From an optimization exercise on the open Yosys and OpenROAD flow, aimed at small area, a short achievable clock period and few clock cycles per item; shortcuts taken in it are not production practice. In this exercise RTL edits were held to simulation tests only and were not proved equivalent to the original. Power is estimated from default activity; no workload was simulated.

$ cat flow/design.v
module MUL #(
    parameter WIDTH = 32
) (
    input  [ 0:0] clk,
    input  [ 0:0] rst,
    input  [ 0:0] start,
    input  [31:0] a,
    input  [31:0] b,
    output [63:0] res,
    output [ 0:0] finish
);
reg  [5:0] p;
reg  [32:0] s_q, c_q;         
reg  [7:0] ls_q, lc_q;       
reg         n3_q;             
reg  [31:0] l_q;              
reg  [29:0] h_q;              
reg  [3:0] one_q, two_q, neg_q;  
reg         sgn_q;
wire first = p[0];
wire [32:0] sfb = first ? 33'h100000000 : s_q;
wire [32:0] cfb = first ? 33'h0 : c_q;
wire [32:0] am = {1'b0, a[30:0], 1'b0};    
wire [31:0] pp0;
wire [31:0] pp1;
wire [31:0] pp2;
wire [31:0] pp3;
genvar gj;
generate for (gj = 0; gj < 32; gj = gj + 1) begin : g_pp
    assign pp0[gj] = ((one_q[0] & am[gj+1]) | (two_q[0] & am[gj])) ^ neg_q[0];
    assign pp1[gj] = ((one_q[1] & am[gj+1]) | (two_q[1] & am[gj])) ^ neg_q[1];
    assign pp2[gj] = ((one_q[2] & am[gj+1]) | (two_q[2] & am[gj])) ^ neg_q[2];
    assign pp3[gj] = ((one_q[3] & am[gj+1]) | (two_q[3] & am[gj])) ^ neg_q[3];
end endgenerate
wire fs0;
wire fc0;
wire hs0;
wire hc0;
wire hs1;
wire hc1;
wire fs1;
wire fc1;
wire hs2;
wire hc2;
wire fs2;
wire fc2;
wire hs3;
wire hc3;
wire fs3;
wire fc3;
wire fs4;
wire fc4;
wire fs5;
wire fc5;
wire fs6;
wire fc6;
wire fs7;
wire fc7;
wire fs8;
wire fc8;
wire fs9;
wire fc9;
wire fs10;
wire fc10;
wire fs11;
wire fc11;
wire fs12;
wire fc12;
wire fs13;
wire fc13;
wire fs14;
wire fc14;
wire fs15;
wire fc15;
wire fs16;
wire fc16;
wire fs17;
wire fc17;
wire fs18;
wire fc18;
wire fs19;
wire fc19;
wire fs20;
wire fc20;
wire fs21;
wire fc21;
wire fs22;
wire fc22;
wire fs23;
wire fc23;
wire fs24;
wire fc24;
wire fs25;
wire fc25;
wire fs26;
wire fc26;
wire fs27;
wire fc27;
wire fs28;
wire fc28;
wire fs29;
wire fc29;
wire fs30;
wire fc30;
wire fs31;
wire fc31;
wire fs32;
wire fc32;
wire fs33;
wire fc33;
wire fs34;
wire fc34;
wire fs35;
wire fc35;
wire fs36;
wire fc36;
wire fs37;
wire fc37;
wire fs38;
wire fc38;
wire fs39;
wire fc39;
wire fs40;
wire fc40;
wire fs41;
wire fc41;
wire fs42;
wire fc42;
wire fs43;
wire fc43;
wire fs44;
wire fc44;
wire fs45;
wire fc45;
wire fs46;
wire fc46;
wire fs47;
wire fc47;
wire fs48;
wire fc48;
wire fs49;
wire fc49;
wire fs50;
wire fc50;
wire fs51;
wire fc51;
wire fs52;
wire fc52;
wire fs53;
wire fc53;
wire fs54;
wire fc54;
wire fs55;
wire fc55;
wire fs56;
wire fc56;
wire fs57;
wire fc57;
wire hs4;
wire hc4;
wire fs58;
wire fc58;
wire fs59;
wire fc59;
wire fs60;
wire fc60;
wire fs61;
wire fc61;
wire fs62;
wire fc62;
wire fs63;
wire fc63;
wire fs64;
wire fc64;
wire fs65;
wire fc65;
wire fs66;
wire fc66;
wire fs67;
wire fc67;
wire fs68;
wire fc68;
wire fs69;
wire fc69;
wire fs70;
wire fc70;
wire fs71;
wire fc71;
wire fs72;
wire fc72;
wire fs73;
wire fc73;
wire fs74;
wire fc74;
wire fs75;
wire fc75;
wire fs76;
wire fc76;
wire fs77;
wire fc77;
wire fs78;
wire fc78;
wire fs79;
wire fc79;
wire fs80;
wire fc80;
wire fs81;
wire fc81;
wire fs82;
wire fc82;
wire fs83;
wire fc83;
wire fs84;
wire fc84;
wire fs85;
wire fc85;
wire fs86;
wire fc86;
wire fs87;
wire fc87;
wire fs88;
wire fc88;
wire fs89;
wire fc89;
wire fs90;
wire fc90;
wire fs91;
wire fc91;
wire hs5;
wire hc5;
wire hs6;
wire hc6;
wire fs92;
wire fc92;
wire fs93;
wire fc93;
wire fs94;
wire fc94;
wire fs95;
wire fc95;
wire fs96;
wire fc96;
wire fs97;
wire fc97;
wire fs98;
wire fc98;
wire fs99;
wire fc99;
wire fs100;
wire fc100;
wire fs101;
wire fc101;
wire fs102;
wire fc102;
wire fs103;
wire fc103;
wire fs104;
wire fc104;
wire fs105;
wire fc105;
wire fs106;
wire fc106;
wire fs107;
wire fc107;
wire fs108;
wire fc108;
wire fs109;
wire fc109;
wire fs110;
wire fc110;
wire fs111;
wire fc111;
wire fs112;
wire fc112;
wire fs113;
wire fc113;
wire fs114;
wire fc114;
wire fs115;
wire fc115;
wire fs116;
wire fc116;
wire fs117;
wire fc117;
wire fs118;
wire fc118;
wire fs119;
wire fc119;
wire fs120;
wire fc120;
wire fs121;
wire fc121;
wire fs122;
wire fc122;
wire fs123;
wire fc123;
wire fs124;
wire fc124;
wire fs125;
wire fc125;
wire fs126;
wire fc126;
wire fs127;
wire fc127;
wire hs7;
wire hc7;
assign fs0 = neg_q[0] ^ sfb[0] ^ cfb[0];
assign fc0 = (neg_q[0] & sfb[0]) | (neg_q[0] & cfb[0]) | (sfb[0] & cfb[0]);
assign hs0 = neg_q[1] ^ sfb[2];
assign hc0 = neg_q[1] & sfb[2];
assign hs1 = sfb[3] ^ cfb[3];
assign hc1 = sfb[3] & cfb[3];
assign fs1 = neg_q[2] ^ sfb[4] ^ cfb[4];
assign fc1 = (neg_q[2] & sfb[4]) | (neg_q[2] & cfb[4]) | (sfb[4] & cfb[4]);
assign hs2 = pp0[4] ^ pp1[2];
assign hc2 = pp0[4] & pp1[2];
assign fs2 = sfb[5] ^ cfb[5] ^ pp0[5];
assign fc2 = (sfb[5] & cfb[5]) | (sfb[5] & pp0[5]) | (cfb[5] & pp0[5]);
assign hs3 = pp1[3] ^ pp2[1];
assign hc3 = pp1[3] & pp2[1];
assign fs3 = sfb[6] ^ cfb[6] ^ pp0[6];
assign fc3 = (sfb[6] & cfb[6]) | (sfb[6] & pp0[6]) | (cfb[6] & pp0[6]);
assign fs4 = pp1[4] ^ pp2[2] ^ pp3[0];
assign fc4 = (pp1[4] & pp2[2]) | (pp1[4] & pp3[0]) | (pp2[2] & pp3[0]);
assign fs5 = sfb[7] ^ cfb[7] ^ pp0[7];
assign fc5 = (sfb[7] & cfb[7]) | (sfb[7] & pp0[7]) | (cfb[7] & pp0[7]);
assign fs6 = pp1[5] ^ pp2[3] ^ pp3[1];
assign fc6 = (pp1[5] & pp2[3]) | (pp1[5] & pp3[1]) | (pp2[3] & pp3[1]);
assign fs7 = sfb[8] ^ cfb[8] ^ pp0[8];
assign fc7 = (sfb[8] & cfb[8]) | (sfb[8] & pp0[8]) | (cfb[8] & pp0[8]);
assign fs8 = pp1[6] ^ pp2[4] ^ pp3[2];
assign fc8 = (pp1[6] & pp2[4]) | (pp1[6] & pp3[2]) | (pp2[4] & pp3[2]);
assign fs9 = sfb[9] ^ cfb[9] ^ pp0[9];
assign fc9 = (sfb[9] & cfb[9]) | (sfb[9] & pp0[9]) | (cfb[9] & pp0[9]);
assign fs10 = pp1[7] ^ pp2[5] ^ pp3[3];
assign fc10 = (pp1[7] & pp2[5]) | (pp1[7] & pp3[3]) | (pp2[5] & pp3[3]);
assign fs11 = sfb[10] ^ cfb[10] ^ pp0[10];
assign fc11 = (sfb[10] & cfb[10]) | (sfb[10] & pp0[10]) | (cfb[10] & pp0[10]);
assign fs12 = pp1[8] ^ pp2[6] ^ pp3[4];
assign fc12 = (pp1[8] & pp2[6]) | (pp1[8] & pp3[4]) | (pp2[6] & pp3[4]);
assign fs13 = sfb[11] ^ cfb[11] ^ pp0[11];
assign fc13 = (sfb[11] & cfb[11]) | (sfb[11] & pp0[11]) | (cfb[11] & pp0[11]);
assign fs14 = pp1[9] ^ pp2[7] ^ pp3[5];
assign fc14 = (pp1[9] & pp2[7]) | (pp1[9] & pp3[5]) | (pp2[7] & pp3[5]);
assign fs15 = sfb[12] ^ cfb[12] ^ pp0[12];
assign fc15 = (sfb[12] & cfb[12]) | (sfb[12] & pp0[12]) | (cfb[12] & pp0[12]);
assign fs16 = pp1[10] ^ pp2[8] ^ pp3[6];
assign fc16 = (pp1[10] & pp2[8]) | (pp1[10] & pp3[6]) | (pp2[8] & pp3[6]);
assign fs17 = sfb[13] ^ cfb[13] ^ pp0[13];
assign fc17 = (sfb[13] & cfb[13]) | (sfb[13] & pp0[13]) | (cfb[13] & pp0[13]);
assign fs18 = pp1[11] ^ pp2[9] ^ pp3[7];
assign fc18 = (pp1[11] & pp2[9]) | (pp1[11] & pp3[7]) | (pp2[9] & pp3[7]);
assign fs19 = sfb[14] ^ cfb[14] ^ pp0[14];
assign fc19 = (sfb[14] & cfb[14]) | (sfb[14] & pp0[14]) | (cfb[14] & pp0[14]);
assign fs20 = pp1[12] ^ pp2[10] ^ pp3[8];
assign fc20 = (pp1[12] & pp2[10]) | (pp1[12] & pp3[8]) | (pp2[10] & pp3[8]);
assign fs21 = sfb[15] ^ cfb[15] ^ pp0[15];
assign fc21 = (sfb[15] & cfb[15]) | (sfb[15] & pp0[15]) | (cfb[15] & pp0[15]);
assign fs22 = pp1[13] ^ pp2[11] ^ pp3[9];
assign fc22 = (pp1[13] & pp2[11]) | (pp1[13] & pp3[9]) | (pp2[11] & pp3[9]);
assign fs23 = sfb[16] ^ cfb[16] ^ pp0[16];
assign fc23 = (sfb[16] & cfb[16]) | (sfb[16] & pp0[16]) | (cfb[16] & pp0[16]);
assign fs24 = pp1[14] ^ pp2[12] ^ pp3[10];
assign fc24 = (pp1[14] & pp2[12]) | (pp1[14] & pp3[10]) | (pp2[12] & pp3[10]);
assign fs25 = sfb[17] ^ cfb[17] ^ pp0[17];
assign fc25 = (sfb[17] & cfb[17]) | (sfb[17] & pp0[17]) | (cfb[17] & pp0[17]);
assign fs26 = pp1[15] ^ pp2[13] ^ pp3[11];
assign fc26 = (pp1[15] & pp2[13]) | (pp1[15] & pp3[11]) | (pp2[13] & pp3[11]);
assign fs27 = sfb[18] ^ cfb[18] ^ pp0[18];
assign fc27 = (sfb[18] & cfb[18]) | (sfb[18] & pp0[18]) | (cfb[18] & pp0[18]);
assign fs28 = pp1[16] ^ pp2[14] ^ pp3[12];
assign fc28 = (pp1[16] & pp2[14]) | (pp1[16] & pp3[12]) | (pp2[14] & pp3[12]);
assign fs29 = sfb[19] ^ cfb[19] ^ pp0[19];
assign fc29 = (sfb[19] & cfb[19]) | (sfb[19] & pp0[19]) | (cfb[19] & pp0[19]);
assign fs30 = pp1[17] ^ pp2[15] ^ pp3[13];
assign fc30 = (pp1[17] & pp2[15]) | (pp1[17] & pp3[13]) | (pp2[15] & pp3[13]);
assign fs31 = sfb[20] ^ cfb[20] ^ pp0[20];
assign fc31 = (sfb[20] & cfb[20]) | (sfb[20] & pp0[20]) | (cfb[20] & pp0[20]);
assign fs32 = pp1[18] ^ pp2[16] ^ pp3[14];
assign fc32 = (pp1[18] & pp2[16]) | (pp1[18] & pp3[14]) | (pp2[16] & pp3[14]);
assign fs33 = sfb[21] ^ cfb[21] ^ pp0[21];
assign fc33 = (sfb[21] & cfb[21]) | (sfb[21] & pp0[21]) | (cfb[21] & pp0[21]);
assign fs34 = pp1[19] ^ pp2[17] ^ pp3[15];
assign fc34 = (pp1[19] & pp2[17]) | (pp1[19] & pp3[15]) | (pp2[17] & pp3[15]);
assign fs35 = sfb[22] ^ cfb[22] ^ pp0[22];
assign fc35 = (sfb[22] & cfb[22]) | (sfb[22] & pp0[22]) | (cfb[22] & pp0[22]);
assign fs36 = pp1[20] ^ pp2[18] ^ pp3[16];
assign fc36 = (pp1[20] & pp2[18]) | (pp1[20] & pp3[16]) | (pp2[18] & pp3[16]);
assign fs37 = sfb[23] ^ cfb[23] ^ pp0[23];
assign fc37 = (sfb[23] & cfb[23]) | (sfb[23] & pp0[23]) | (cfb[23] & pp0[23]);
assign fs38 = pp1[21] ^ pp2[19] ^ pp3[17];
assign fc38 = (pp1[21] & pp2[19]) | (pp1[21] & pp3[17]) | (pp2[19] & pp3[17]);
assign fs39 = sfb[24] ^ cfb[24] ^ pp0[24];
assign fc39 = (sfb[24] & cfb[24]) | (sfb[24] & pp0[24]) | (cfb[24] & pp0[24]);
assign fs40 = pp1[22] ^ pp2[20] ^ pp3[18];
assign fc40 = (pp1[22] & pp2[20]) | (pp1[22] & pp3[18]) | (pp2[20] & pp3[18]);
assign fs41 = sfb[25] ^ cfb[25] ^ pp0[25];
assign fc41 = (sfb[25] & cfb[25]) | (sfb[25] & pp0[25]) | (cfb[25] & pp0[25]);
assign fs42 = pp1[23] ^ pp2[21] ^ pp3[19];
assign fc42 = (pp1[23] & pp2[21]) | (pp1[23] & pp3[19]) | (pp2[21] & pp3[19]);
assign fs43 = sfb[26] ^ cfb[26] ^ pp0[26];
assign fc43 = (sfb[26] & cfb[26]) | (sfb[26] & pp0[26]) | (cfb[26] & pp0[26]);
assign fs44 = pp1[24] ^ pp2[22] ^ pp3[20];
assign fc44 = (pp1[24] & pp2[22]) | (pp1[24] & pp3[20]) | (pp2[22] & pp3[20]);
assign fs45 = sfb[27] ^ cfb[27] ^ pp0[27];
assign fc45 = (sfb[27] & cfb[27]) | (sfb[27] & pp0[27]) | (cfb[27] & pp0[27]);
assign fs46 = pp1[25] ^ pp2[23] ^ pp3[21];
assign fc46 = (pp1[25] & pp2[23]) | (pp1[25] & pp3[21]) | (pp2[23] & pp3[21]);
assign fs47 = sfb[28] ^ cfb[28] ^ pp0[28];
assign fc47 = (sfb[28] & cfb[28]) | (sfb[28] & pp0[28]) | (cfb[28] & pp0[28]);
assign fs48 = pp1[26] ^ pp2[24] ^ pp3[22];
assign fc48 = (pp1[26] & pp2[24]) | (pp1[26] & pp3[22]) | (pp2[24] & pp3[22]);
assign fs49 = sfb[29] ^ cfb[29] ^ pp0[29];
assign fc49 = (sfb[29] & cfb[29]) | (sfb[29] & pp0[29]) | (cfb[29] & pp0[29]);
assign fs50 = pp1[27] ^ pp2[25] ^ pp3[23];
assign fc50 = (pp1[27] & pp2[25]) | (pp1[27] & pp3[23]) | (pp2[25] & pp3[23]);
assign fs51 = sfb[30] ^ cfb[30] ^ pp0[30];
assign fc51 = (sfb[30] & cfb[30]) | (sfb[30] & pp0[30]) | (cfb[30] & pp0[30]);
assign fs52 = pp1[28] ^ pp2[26] ^ pp3[24];
assign fc52 = (pp1[28] & pp2[26]) | (pp1[28] & pp3[24]) | (pp2[26] & pp3[24]);
assign fs53 = sfb[31] ^ cfb[31] ^ pp0[31];
assign fc53 = (sfb[31] & cfb[31]) | (sfb[31] & pp0[31]) | (cfb[31] & pp0[31]);
assign fs54 = pp1[29] ^ pp2[27] ^ pp3[25];
assign fc54 = (pp1[29] & pp2[27]) | (pp1[29] & pp3[25]) | (pp2[27] & pp3[25]);
assign fs55 = ~neg_q[0] ^ sfb[32] ^ cfb[32];
assign fc55 = (~neg_q[0] & sfb[32]) | (~neg_q[0] & cfb[32]) | (sfb[32] & cfb[32]);
assign fs56 = pp1[30] ^ pp2[28] ^ pp3[26];
assign fc56 = (pp1[30] & pp2[28]) | (pp1[30] & pp3[26]) | (pp2[28] & pp3[26]);
assign fs57 = 1'b1 ^ pp1[31] ^ pp2[29];
assign fc57 = (1'b1 & pp1[31]) | (1'b1 & pp2[29]) | (pp1[31] & pp2[29]);
assign hs4 = pp0[0] ^ lowc[0];
assign hc4 = pp0[0] & lowc[0];
assign fs58 = sfb[1] ^ cfb[1] ^ pp0[1];
assign fc58 = (sfb[1] & cfb[1]) | (sfb[1] & pp0[1]) | (cfb[1] & pp0[1]);
assign fs59 = cfb[2] ^ pp0[2] ^ pp1[0];
assign fc59 = (cfb[2] & pp0[2]) | (cfb[2] & pp1[0]) | (pp0[2] & pp1[0]);
assign fs60 = pp0[3] ^ pp1[1] ^ hc0;
assign fc60 = (pp0[3] & pp1[1]) | (pp0[3] & hc0) | (pp1[1] & hc0);
assign fs61 = pp2[0] ^ hc1 ^ hs2;
assign fc61 = (pp2[0] & hc1) | (pp2[0] & hs2) | (hc1 & hs2);
assign fs62 = hc2 ^ hs3 ^ fc1;
assign fc62 = (hc2 & hs3) | (hc2 & fc1) | (hs3 & fc1);
assign fs63 = hc3 ^ fc2 ^ fs3;
assign fc63 = (hc3 & fc2) | (hc3 & fs3) | (fc2 & fs3);
assign fs64 = fc3 ^ fc4 ^ fs5;
assign fc64 = (fc3 & fc4) | (fc3 & fs5) | (fc4 & fs5);
assign fs65 = fc5 ^ fc6 ^ fs7;
assign fc65 = (fc5 & fc6) | (fc5 & fs7) | (fc6 & fs7);
assign fs66 = fc7 ^ fc8 ^ fs9;
assign fc66 = (fc7 & fc8) | (fc7 & fs9) | (fc8 & fs9);
assign fs67 = fc9 ^ fc10 ^ fs11;
assign fc67 = (fc9 & fc10) | (fc9 & fs11) | (fc10 & fs11);
assign fs68 = fc11 ^ fc12 ^ fs13;
assign fc68 = (fc11 & fc12) | (fc11 & fs13) | (fc12 & fs13);
assign fs69 = fc13 ^ fc14 ^ fs15;
assign fc69 = (fc13 & fc14) | (fc13 & fs15) | (fc14 & fs15);
assign fs70 = fc15 ^ fc16 ^ fs17;
assign fc70 = (fc15 & fc16) | (fc15 & fs17) | (fc16 & fs17);
assign fs71 = fc17 ^ fc18 ^ fs19;
assign fc71 = (fc17 & fc18) | (fc17 & fs19) | (fc18 & fs19);
assign fs72 = fc19 ^ fc20 ^ fs21;
assign fc72 = (fc19 & fc20) | (fc19 & fs21) | (fc20 & fs21);
assign fs73 = fc21 ^ fc22 ^ fs23;
assign fc73 = (fc21 & fc22) | (fc21 & fs23) | (fc22 & fs23);
assign fs74 = fc23 ^ fc24 ^ fs25;
assign fc74 = (fc23 & fc24) | (fc23 & fs25) | (fc24 & fs25);
assign fs75 = fc25 ^ fc26 ^ fs27;
assign fc75 = (fc25 & fc26) | (fc25 & fs27) | (fc26 & fs27);
assign fs76 = fc27 ^ fc28 ^ fs29;
assign fc76 = (fc27 & fc28) | (fc27 & fs29) | (fc28 & fs29);
assign fs77 = fc29 ^ fc30 ^ fs31;
assign fc77 = (fc29 & fc30) | (fc29 & fs31) | (fc30 & fs31);
assign fs78 = fc31 ^ fc32 ^ fs33;
assign fc78 = (fc31 & fc32) | (fc31 & fs33) | (fc32 & fs33);
assign fs79 = fc33 ^ fc34 ^ fs35;
assign fc79 = (fc33 & fc34) | (fc33 & fs35) | (fc34 & fs35);
assign fs80 = fc35 ^ fc36 ^ fs37;
assign fc80 = (fc35 & fc36) | (fc35 & fs37) | (fc36 & fs37);
assign fs81 = fc37 ^ fc38 ^ fs39;
assign fc81 = (fc37 & fc38) | (fc37 & fs39) | (fc38 & fs39);
assign fs82 = fc39 ^ fc40 ^ fs41;
assign fc82 = (fc39 & fc40) | (fc39 & fs41) | (fc40 & fs41);
assign fs83 = fc41 ^ fc42 ^ fs43;
assign fc83 = (fc41 & fc42) | (fc41 & fs43) | (fc42 & fs43);
assign fs84 = fc43 ^ fc44 ^ fs45;
assign fc84 = (fc43 & fc44) | (fc43 & fs45) | (fc44 & fs45);
assign fs85 = fc45 ^ fc46 ^ fs47;
assign fc85 = (fc45 & fc46) | (fc45 & fs47) | (fc46 & fs47);
assign fs86 = fc47 ^ fc48 ^ fs49;
assign fc86 = (fc47 & fc48) | (fc47 & fs49) | (fc48 & fs49);
assign fs87 = fc49 ^ fc50 ^ fs51;
assign fc87 = (fc49 & fc50) | (fc49 & fs51) | (fc50 & fs51);
assign fs88 = fc51 ^ fc52 ^ fs53;
assign fc88 = (fc51 & fc52) | (fc51 & fs53) | (fc52 & fs53);
assign fs89 = fc53 ^ fc54 ^ fs55;
assign fc89 = (fc53 & fc54) | (fc53 & fs55) | (fc54 & fs55);
assign fs90 = pp3[27] ^ fc55 ^ fc56;
assign fc90 = (pp3[27] & fc55) | (pp3[27] & fc56) | (fc55 & fc56);
assign fs91 = ~neg_q[1] ^ pp2[30] ^ pp3[28];
assign fc91 = (~neg_q[1] & pp2[30]) | (~neg_q[1] & pp3[28]) | (pp2[30] & pp3[28]);
assign hs5 = 1'b1 ^ pp2[31];
assign hc5 = 1'b1 & pp2[31];
assign hs6 = lowc[1] ^ fs0;
assign hc6 = lowc[1] & fs0;
assign fs92 = fc0 ^ fs58 ^ hc4;
assign fc92 = (fc0 ^ fs58) ? hc4 : fc0;
assign fs93 = hs0 ^ fc58 ^ fs59;
assign fc93 = (hs0 ^ fc58) ? fs59 : hs0;
assign fs94 = hs1 ^ fc59 ^ fs60;
assign fc94 = (hs1 ^ fc59) ? fs60 : hs1;
assign fs95 = fs1 ^ fc60 ^ fs61;
assign fc95 = (fs1 ^ fc60) ? fs61 : fs1;
assign fs96 = fs2 ^ fc61 ^ fs62;
assign fc96 = (fs2 ^ fc61) ? fs62 : fs2;
assign fs97 = fs4 ^ fc62 ^ fs63;
assign fc97 = (fs4 ^ fc62) ? fs63 : fs4;
assign fs98 = fs6 ^ fc63 ^ fs64;
assign fc98 = (fs6 ^ fc63) ? fs64 : fs6;
assign fs99 = fs8 ^ fc64 ^ fs65;
assign fc99 = (fs8 ^ fc64) ? fs65 : fs8;
assign fs100 = fs10 ^ fc65 ^ fs66;
assign fc100 = (fs10 ^ fc65) ? fs66 : fs10;
assign fs101 = fs12 ^ fc66 ^ fs67;
assign fc101 = (fs12 ^ fc66) ? fs67 : fs12;
assign fs102 = fs14 ^ fc67 ^ fs68;
assign fc102 = (fs14 ^ fc67) ? fs68 : fs14;
assign fs103 = fs16 ^ fc68 ^ fs69;
assign fc103 = (fs16 ^ fc68) ? fs69 : fs16;
assign fs104 = fs18 ^ fc69 ^ fs70;
assign fc104 = (fs18 ^ fc69) ? fs70 : fs18;
assign fs105 = fs20 ^ fc70 ^ fs71;
assign fc105 = (fs20 ^ fc70) ? fs71 : fs20;
assign fs106 = fs22 ^ fc71 ^ fs72;
assign fc106 = (fs22 ^ fc71) ? fs72 : fs22;
assign fs107 = fs24 ^ fc72 ^ fs73;
assign fc107 = (fs24 ^ fc72) ? fs73 : fs24;
assign fs108 = fs26 ^ fc73 ^ fs74;
assign fc108 = (fs26 ^ fc73) ? fs74 : fs26;
assign fs109 = fs28 ^ fc74 ^ fs75;
assign fc109 = (fs28 ^ fc74) ? fs75 : fs28;
assign fs110 = fs30 ^ fc75 ^ fs76;
assign fc110 = (fs30 ^ fc75) ? fs76 : fs30;
assign fs111 = fs32 ^ fc76 ^ fs77;
assign fc111 = (fs32 ^ fc76) ? fs77 : fs32;
assign fs112 = fs34 ^ fc77 ^ fs78;
assign fc112 = (fs34 ^ fc77) ? fs78 : fs34;
assign fs113 = fs36 ^ fc78 ^ fs79;
assign fc113 = (fs36 ^ fc78) ? fs79 : fs36;
assign fs114 = fs38 ^ fc79 ^ fs80;
assign fc114 = (fs38 ^ fc79) ? fs80 : fs38;
assign fs115 = fs40 ^ fc80 ^ fs81;
assign fc115 = (fs40 ^ fc80) ? fs81 : fs40;
assign fs116 = fs42 ^ fc81 ^ fs82;
assign fc116 = (fs42 ^ fc81) ? fs82 : fs42;
assign fs117 = fs44 ^ fc82 ^ fs83;
assign fc117 = (fs44 ^ fc82) ? fs83 : fs44;
assign fs118 = fs46 ^ fc83 ^ fs84;
assign fc118 = (fs46 ^ fc83) ? fs84 : fs46;
assign fs119 = fs48 ^ fc84 ^ fs85;
assign fc119 = (fs48 ^ fc84) ? fs85 : fs48;
assign fs120 = fs50 ^ fc85 ^ fs86;
assign fc120 = (fs50 ^ fc85) ? fs86 : fs50;
assign fs121 = fs52 ^ fc86 ^ fs87;
assign fc121 = (fs52 ^ fc86) ? fs87 : fs52;
assign fs122 = fs54 ^ fc87 ^ fs88;
assign fc122 = (fs54 ^ fc87) ? fs88 : fs54;
assign fs123 = fs56 ^ fs89 ^ fc88;
assign fc123 = (fs56 ^ fs89) ? fc88 : fs56;
assign fs124 = fs57 ^ fc89 ^ fs90;
assign fc124 = (fs57 ^ fc89) ? fs90 : fs57;
assign fs125 = fc57 ^ fs91 ^ fc90;
assign fc125 = (fc57 ^ fs91) ? fc90 : fc57;
assign fs126 = pp3[29] ^ hs5 ^ fc91;
assign fc126 = (pp3[29] ^ hs5) ? fc91 : pp3[29];
assign fs127 = ~neg_q[2] ^ pp3[30] ^ hc5;
assign fc127 = (~neg_q[2] ^ pp3[30]) ? hc5 : ~neg_q[2];
assign hs7 = 1'b1 ^ pp3[31];
assign hc7 = 1'b1 & pp3[31];
wire [32:0] s_t = {1'b0, 1'b1, hc7, fc127, fc126, fc125, fc124, fc123, fc122, fc121, fc120, fc119, fc118, fc117, fc116, fc115, fc114, fc113, fc112, fc111, fc110, fc109, fc108, fc107, fc106, fc105, fc104, fc103, fc102, fc101, fc100, fc99, fc98};
wire [32:0] c_t = {1'b0, 1'b0, ~neg_q[3], hs7, fs127, fs126, fs125, fs124, fs123, fs122, fs121, fs120, fs119, fs118, fs117, fs116, fs115, fs114, fs113, fs112, fs111, fs110, fs109, fs108, fs107, fs106, fs105, fs104, fs103, fs102, fs101, fs100, fs99};
wire [7:0] ls_t = {fc97, fc96, fc95, fc94, fc93, fc92, hc6, hs6};
wire [7:0] lc_t = {fs98, fs97, fs96, fs95, fs94, fs93, fs92, hs4};
wire [8:0] u = {1'b0, ls_q} + {1'b0, lc_q};
wire [7:0] low = {u[7] ^ (u[6] & n3_q), u[6] ^ n3_q, u[5:0]};
wire [1:0] lowc = {u[7] & u[6] & n3_q, u[8]} & {2{~first}};
wire [37:0] fin = {s_q[29:0], ls_q} + {c_q[29:0], lc_q};
wire [32:0] bm = {1'b0, b[30:0], 1'b0};    
wire [8:0] w0 = bm[8:0];
wire [8:0] w1 = bm[16:8];
wire [8:0] w2 = bm[24:16];
wire [8:0] w3 = bm[32:24];
wire [8:0] wn = ({9{~|p[2:0]}} & w0) |
                  ({9{p[0]}} & w1) |
                  ({9{p[1]}} & w2) |
                  ({9{p[2]}} & w3);
wire [3:0] one_n, two_n, neg_n;
generate for (gj = 0; gj < 4; gj = gj + 1) begin : g_enc
    assign one_n[gj] = wn[2*gj+1] ^ wn[2*gj];
    assign two_n[gj] = (wn[2*gj+2] & ~wn[2*gj+1] & ~wn[2*gj]) | (~wn[2*gj+2] & wn[2*gj+1] & wn[2*gj]);
    assign neg_n[gj] = wn[2*gj+2];
end endgenerate
always @(posedge clk) begin
    if (rst)
        p <= 6'b0;
    else
        p <= {p[4:0], start};
    one_q <= one_n;
    two_q <= two_n;
    neg_q <= neg_n;
    s_q   <= s_t;
    c_q   <= c_t;
    ls_q  <= ls_t;
    lc_q  <= lc_t;
    n3_q  <= neg_q[3];
    l_q   <= {low[7:0], l_q[31:8]};
    h_q   <= fin[37:8];
    sgn_q <= a[31] ^ b[31];
end
assign finish = p[5];
assign res = {sgn_q, 1'b0, h_q, l_q};
endmodule
$ cat flow/run.sh
#!/bin/bash
# synth_recipe.tcl (not shown) runs the flow's synth.tcl, then flattens the netlist and writes it again
# the make line also repeats each setting of config.mk as NAME=value (left out here)
make -C /OpenROAD-flow-scripts/flow DESIGN_CONFIG=/design/flow/config.mk WORK_HOME=/design/flow/orfs CLKGATE_MAP_FILE= SYNTH_SCRIPT=/design/flow/synth_recipe.tcl finish
$ cat flow/config.mk
export PLATFORM = sky130hd
export DESIGN_NAME = MUL
export DESIGN_NICKNAME = MUL
export VERILOG_FILES = /design/flow/design.v
export SDC_FILE = /design/flow/constraint.sdc
export NUM_CORES = 4
export LEC_CHECK = 0
export CAP_MARGIN = 20
export CORE_MARGIN = 2
export CORE_UTILIZATION = 40
export SETUP_SLACK_MARGIN = 1.45
export SLEW_MARGIN = 20
$ cat flow/constraint.sdc
create_clock -name core_clock -period 4.0 [get_ports {clk}]
set_input_delay 0.8000 -clock core_clock [delete_from_list [all_inputs] [get_ports {clk}]]
set_output_delay 0.8000 -clock core_clock [all_outputs]
set_load 0.01 [all_outputs]
==> impl_metrics.ini, run 1 <==
[power]
power_density_nw_per_um2 = 1080
peakVddDrop_uv = 451
leakage_nw = 5.63

[synthesis]
synth-main-ff-cell = dfxtp_1
synth_enable_flop_cells = 0
yosysUniqueCellTypes = 62
syn_inst = 1218
synth.most_common_cell = dfxtp_1
syn_area_per_cell_um2 = 9.56
syn_nets = 1422
async_flop_share_pct = 0
synth_area_um2 = 11600
ys.warnings.count = 1
yosys.area.top_type = dfxtp_1
synth_top_area_share_pct = 27.5
synthTopCellsByArea = dfxtp_1 28%, fa_1 15%, xnor2_1 12%, a22oi_1 7.7%, xor2_1 6.3%
synthTopCellsByCount = 160 x dfxtp_1, 156 x xnor2_1, 120 x a22oi_1
synth_seq_area_share_pct = 27.5
ys_ff_latch = 160

[clock_network]
cts_made_buffers = 17
htree_levels = 4
cts_tree = done
ctsHoldBuffers = 0
clk_path_buf_depth = 2
clkSinkCount = 160
clk_pin_slew_ps = 80
cts-root-buf = clkbuf_16
clock_latency_ps = 450

[place]
dp_slack_ps = 615
io_buffers = 130
hpwl_mm = 22.9
place_congestion = 0.820
place_inst = 1647

[timing]
min_period_over_period_pct = 63.4
tightest_slew_ps = 570
clock_skew_ps = 21.7
rsz0062_at_grt = true
finalSetupTns_ps = 0
final.min_clock_period_ps = 2540
hold_viol = 0
setup_viol = 0
max_freq_mhz = 394
setup_slack_ps = 1460
relSlewSlack_pct = 62.0
drv_slew = 0

[cells_and_area]
area_delta_synth_final_pct = 20.4
nFillCells = 2762
seq_area_um2 = 3210
postLayoutCoreUtil_pct = 48.9
multi_input_area_um2 = 7950
final_nets = 1491
layout-drive-gt1-share_pct = 10.8
final_cells = 1685

[floorplan]
start_util_pct = 40.6
dieArea_um2 = 30500
fp.dieW_um = 175
design.core.area_um2 = 28700
die_h_um = 175
rows = 62
pin_count = 132

[setup_path]
arrival_ps = 2850
crit_buf_inv = 2
critPathKind = input pin to register
crit_family = adder cells
cp_max_fo = 8
cp_slowest_stage_delay_ps = 500
ff2ff_setup_slack_ps = 1490
end_kind = register
cp_cell_sequence = clkdlybuf4s15_2 -> a22oi_2 -> xor2_1 -> fa_1 -> inv_1 -> fa_1 -> maj3_1
start_kind = input pin
path_common_cell = fa_1
crit_slowest_cell = fa_1
cp.required_ps = 4310

[grt]
grt_use_met1_pct = 26.3
grt_pass1_wl_mm = 48.6
grt-busiest-layer = met2
track_usage_pct = 20.3
grt_overflow = 0
grt_antenna_before_repair = 2
grt_max_degree = 60
grtUsageMet3_pct = 3.44
grt_pass1_vias = 8995
gr-usage-met2_pct = 34.5

[route]
drt-total-wl_mm = 30.0
drc = 0
ant_nets = 0
vias_per_cell = 5.20
dr.pass1.iters = 5
dr.first_iter.drc_count = 493
dr_total_vias = 8761
wire_per_inst_um = 17.8

[status]
status = finished clean

[worst_hold_path]
hold_class = register to register

[flow_run]
drv_cap = 0
per-stage QoR:
stage | total power, mW | cell area [um^2] | hold slack [ps]
5_1_grt | 16.4 | 14000 | 354
4_1_cts | 15.1 | 13900 | 343
3_5_place_dp | 13.3 | 13200 | 335
3_3_place_gp | 13.1 | 13200 | 331
6_report | 15.1 | 14000 | 342
2_1_floorplan | 10.5 | 11800 | 329
sequential cells by signal, indices dropped and copies added (netlist names):
register  count
neg_q         4
two_q         4
l_q          32
s_q          31
p             6
ls_q          8
one_q         4
n3_q          1
c_q          31
sgn_q         1
h_q          30
lc_q          8
placed cells by master, fill, tap and decap left out, types with 18 or more instances in the layout:
master           netlist  routed
dfxtp_1              160     156
xnor2_1              156     155
clkdlybuf4s50_1        0      99
a22oi_1              120      90
fa_1                  90      90
xor2_1                84      84
inv_1                 76      75
nand2_1               68      68
nor2b_1               59      59
ha_1                  47      47
a21oi_1               38      36
o21ai_0               34      34
a22oi_2                0      30
nor2_1                27      27
maj3_1                31      27
a21o_1                18      18
cell type report:
type,count,area share [%]
multi-input combinational,881,56.7
sequential,160,22.9
timing repair buffer,149,10.4
tap,384,3.43
clock buffer,17,3.03
inverter,78,2.11
clock inverter,15,1.44
antenna,1,0.0178
what timing repair did:
action,in CTS,in global routing
endpoints found under the setup margin,64,45
pin swaps,0,6
gates resized for setup,80,63
setup buffers,0,5
path summary, 6_finish.rpt:
check | from | to | cells after the start
worst max register to register | two_q[1] | s_q[11] | 7
worst min register to register | l_q[18] | l_q[10] | 0
worst max-delay path | a[15] | s_q[11] | 7
worst min-delay path | l_q[18] | l_q[10] | 0
cells by family (layout without fill, tap and decap cells):
family | Yosys count | count (layout) | synth area share (%)
AOI/OAI and AO/OA | 265 | 265 | 16.2
xor gates and xnor gates | 240 | 240 | 18.1
and+or+nand+nor | 206 | 206 | 8.94
buffers and inverters | 177 | 259 | 6.01
adders and majority gates | 168 | 168 | 23.2
DFF | 160 | 160 | 27.5
other | 1 | 2 | 0.0322
muxes | 1 | 1 | 0.0967
routing by layer:
metal / part of all wire, % / wire length (um)
met1: 45 / 13600
met2: 48 / 14400
met3: 4.5 / 1360
met4: 2.2 / 648
met5: 0 / 0
where the power goes:
part | switching [mW] | total (mW) | internal, mW
logic | 5.47 | 10.4 | 4.90
clock network | 0.853 | 1.72 | 0.863
registers | 0.426 | 3.01 | 2.58
total | 6.75 | 15.1 | 8.35
Testbench counts, summed over its fixed seeds: cycles 5,376, items 768.
==> run 2: changes to the inputs <==
--- a/flow/config.mk
+++ b/flow/config.mk
@@ -9,4 +9,5 @@
 export CORE_MARGIN = 2
 export CORE_UTILIZATION = 40
+export CTS_BUF_LIST = sky130_fd_sc_hd__clkbuf_8 sky130_fd_sc_hd__clkbuf_16
 export SETUP_SLACK_MARGIN = 1.45
 export SLEW_MARGIN = 20
==> impl_metrics.ini, run 2 <==
[grt]
grt_antenna_before_repair = 2
track_usage_pct = 20.3
grt_pass1_wl_mm = 48.6
grt_pass1_vias = 8995
grt_overflow = 0
grt_max_degree = 60

[timing]
hold_viol = 0
min_period_over_period_pct = 63.4
relSlewSlack_pct = 62.0
max_freq_mhz = 394
drv_slew = 0
finalSetupTns_ps = 0
clock_skew_ps = 21.7
final.min_clock_period_ps = 2540
rsz0062_at_grt = true
setup_viol = 0
hold_ws_ps = 342
tightest_slew_ps = 570

[setup_path]
path_common_cell = fa_1
cp_cell_sequence = clkdlybuf4s15_2 -> a22oi_2 -> xor2_1 -> fa_1 -> inv_1 -> fa_1 -> maj3_1
r2r_end = s_q[11]
crit_buf_inv = 2
start_kind = input pin
reg2reg_depth = 7
cp_slowest_stage_delay_ps = 500
cp.required_ps = 4310
critPathKind = input pin to register
ff2ff_setup_slack_ps = 1490
r2r-start = two_q[1]
arrival_ps = 2850
end_kind = register
crit_slowest_cell = fa_1
cp_max_fo = 8
crit_family = adder cells

[route]
vias_per_cell = 5.20
wire_per_inst_um = 17.8
dr.pass1.iters = 5
dr.first_iter.drc_count = 493
ant_nets = 0
drc = 0
drt-total-wl_mm = 30.0
dr_total_vias = 8761

[cells_and_area]
final_cells = 1685
final_common_cell = dfxtp_1
largest_reg_flops = 32
mostFrequentLayoutCells = 156 x dfxtp_1, 155 x xnor2_1, 99 x clkdlybuf4s50_1
layout-drive-gt1-share_pct = 10.8
nFillCells = 2762
final_nets = 1491
area_delta_synth_final_pct = 20.4
largest-register = l_q
top_regs = l_q (32), c_q (31), s_q (31)
postLayoutCoreUtil_pct = 48.9

[clock_network]
cts_tree = done
cts-root-buf = clkbuf_16
clk_pin_slew_ps = 80
clkSinkCount = 160
ctsHoldBuffers = 0
htree_levels = 4
cts_made_buffers = 17
clk_path_buf_depth = 2
clock_latency_ps = 450

[synthesis]
syn_inst = 1218
syn_area_per_cell_um2 = 9.56
synthTopCellsByCount = 160 x dfxtp_1, 156 x xnor2_1, 120 x a22oi_1
yosysUniqueCellTypes = 62
synth.most_common_cell = dfxtp_1
ys.warnings.count = 1
async_flop_share_pct = 0
syn_nets = 1422
synth-main-ff-cell = dfxtp_1
synthTopCellsByArea = dfxtp_1 28%, fa_1 15%, xnor2_1 12%, a22oi_1 7.7%, xor2_1 6.3%
ys_ff_latch = 160
synth_area_um2 = 11600
synth_enable_flop_cells = 0
synth_seq_area_share_pct = 27.5
yosys.area.top_type = dfxtp_1
synth_top_area_share_pct = 27.5

[power]
power_density_nw_per_um2 = 1080
swShare_pct = 44.7
power_frac_comb_pct = 68.7
finalPower_mw = 15.1
power_frac_seq_pct = 19.9
power_frac_clock_pct = 11.4
p_int_mw = 8.35
switching_power_mw = 6.75
peakVddDrop_uv = 451
leakage_nw = 5.63

[worst_hold_path]
hold_class = register to register
hold_path_end = l_q[10]
hold_start = l_q[18]
hold_depth = 0

[place]
io_buffers = 130
place_inst = 1647
place_congestion = 0.820
hpwl_mm = 22.9

[floorplan]
rows = 62
design.core.area_um2 = 28700
start_util_pct = 40.6
pin_count = 132
dieArea_um2 = 30500
die_h_um = 175
fp.dieW_um = 175

[status]
status = finished clean

[flow_run]
drv_cap = 0
-- run 2: cell counts after synthesis --
No cell type changed its count.
-- run 2: kinds of logic (layout without fill, tap and decap cells) --
family	after synthesis	after routing	share of synthesized area, %
flip-flops	160	160	27.5
AND/OR/NAND/NOR	206	206	8.94
multiplexers	1	1	0.0967
XOR/XNOR	240	240	18.1
other	1	2	0.0322
buffers and inverters	177	259	6.01
AO/OA/AOI/OAI	265	265	16.2
adder cells (fa/ha/maj)	168	168	23.2
-- run 2: metrics by stage --
stage          area [um^2]  setup slack [ps]
2_1_floorplan        11800              1320
5_1_grt              14000              1390
4_1_cts              13900              1430
3_3_place_gp         13200               612
3_5_place_dp         13200               615
6_report             14000              1460
-- run 2: power groups by stage --
stage          sequential, mW  clock [mW]  combinational, mW
2_1_floorplan            3.04           0               7.47
3_3_place_gp             3.04           0               10.1
6_report                 3.01        1.72               10.4
4_1_cts                  3.02        1.77               10.3
5_1_grt                  3.09        1.83               11.5
3_5_place_dp             3.06           0               10.2
-- run 2: how the worst max path moves through the flow --
stage	start	cells after the start	endpoint	slack, ps
after floorplan	a[16]	6	s_q[10]	1320
after global placement	a[17]	6	s_q[11]	610
after detailed placement	a[17]	6	s_q[11]	610
after CTS	a[14]	7	s_q[11]	1430
after global routing	s_q[6]	9	h_q[27]	1390
final	a[15]	7	s_q[11]	1460
-- run 2: repair_timing --
| action | 4_1_cts | 5_1_grt |
|---|---|---|
| gates resized for setup | 80 | 63 |
| pin swaps | 0 | 6 |
| setup endpoints to repair | 64 | 45 |
| buffers inserted | 0 | 5 |
-- run 2: layout make-up --
class / instances / area [um^2] / area share (%)
diodes: 1 / 2.50 / 0.0178
clock buffers: 17 / 425 / 3.03
clock inverters: 15 / 201 / 1.44
inverters: 78 / 297 / 2.11
multi-input cells: 881 / 7950 / 56.7
flip-flops and latches: 160 / 3210 / 22.9
well taps: 384 / 480 / 3.43
repair buffers: 149 / 1460 / 10.4
-- run 2: metal layers --
metal | global-route usage (%) | wire length (um) | vias to the layer above
met1 | 26.3 | 13600 | 4258
li1 | - | - | 4240
met5 | 0 | 0 | -
met2 | 34.5 | 14400 | 225
met4 | 6.56 | 648 | 0
met3 | 3.44 | 1360 | 38
-- run 2: worst register-to-register path: stages (launching register included) --
cell     delay, ps
dfxtp_1        340
buf_8          260
a22oi_2        160
xor2_1         190
fa_1           500
inv_1          100
fa_1           450
maj3_1         380
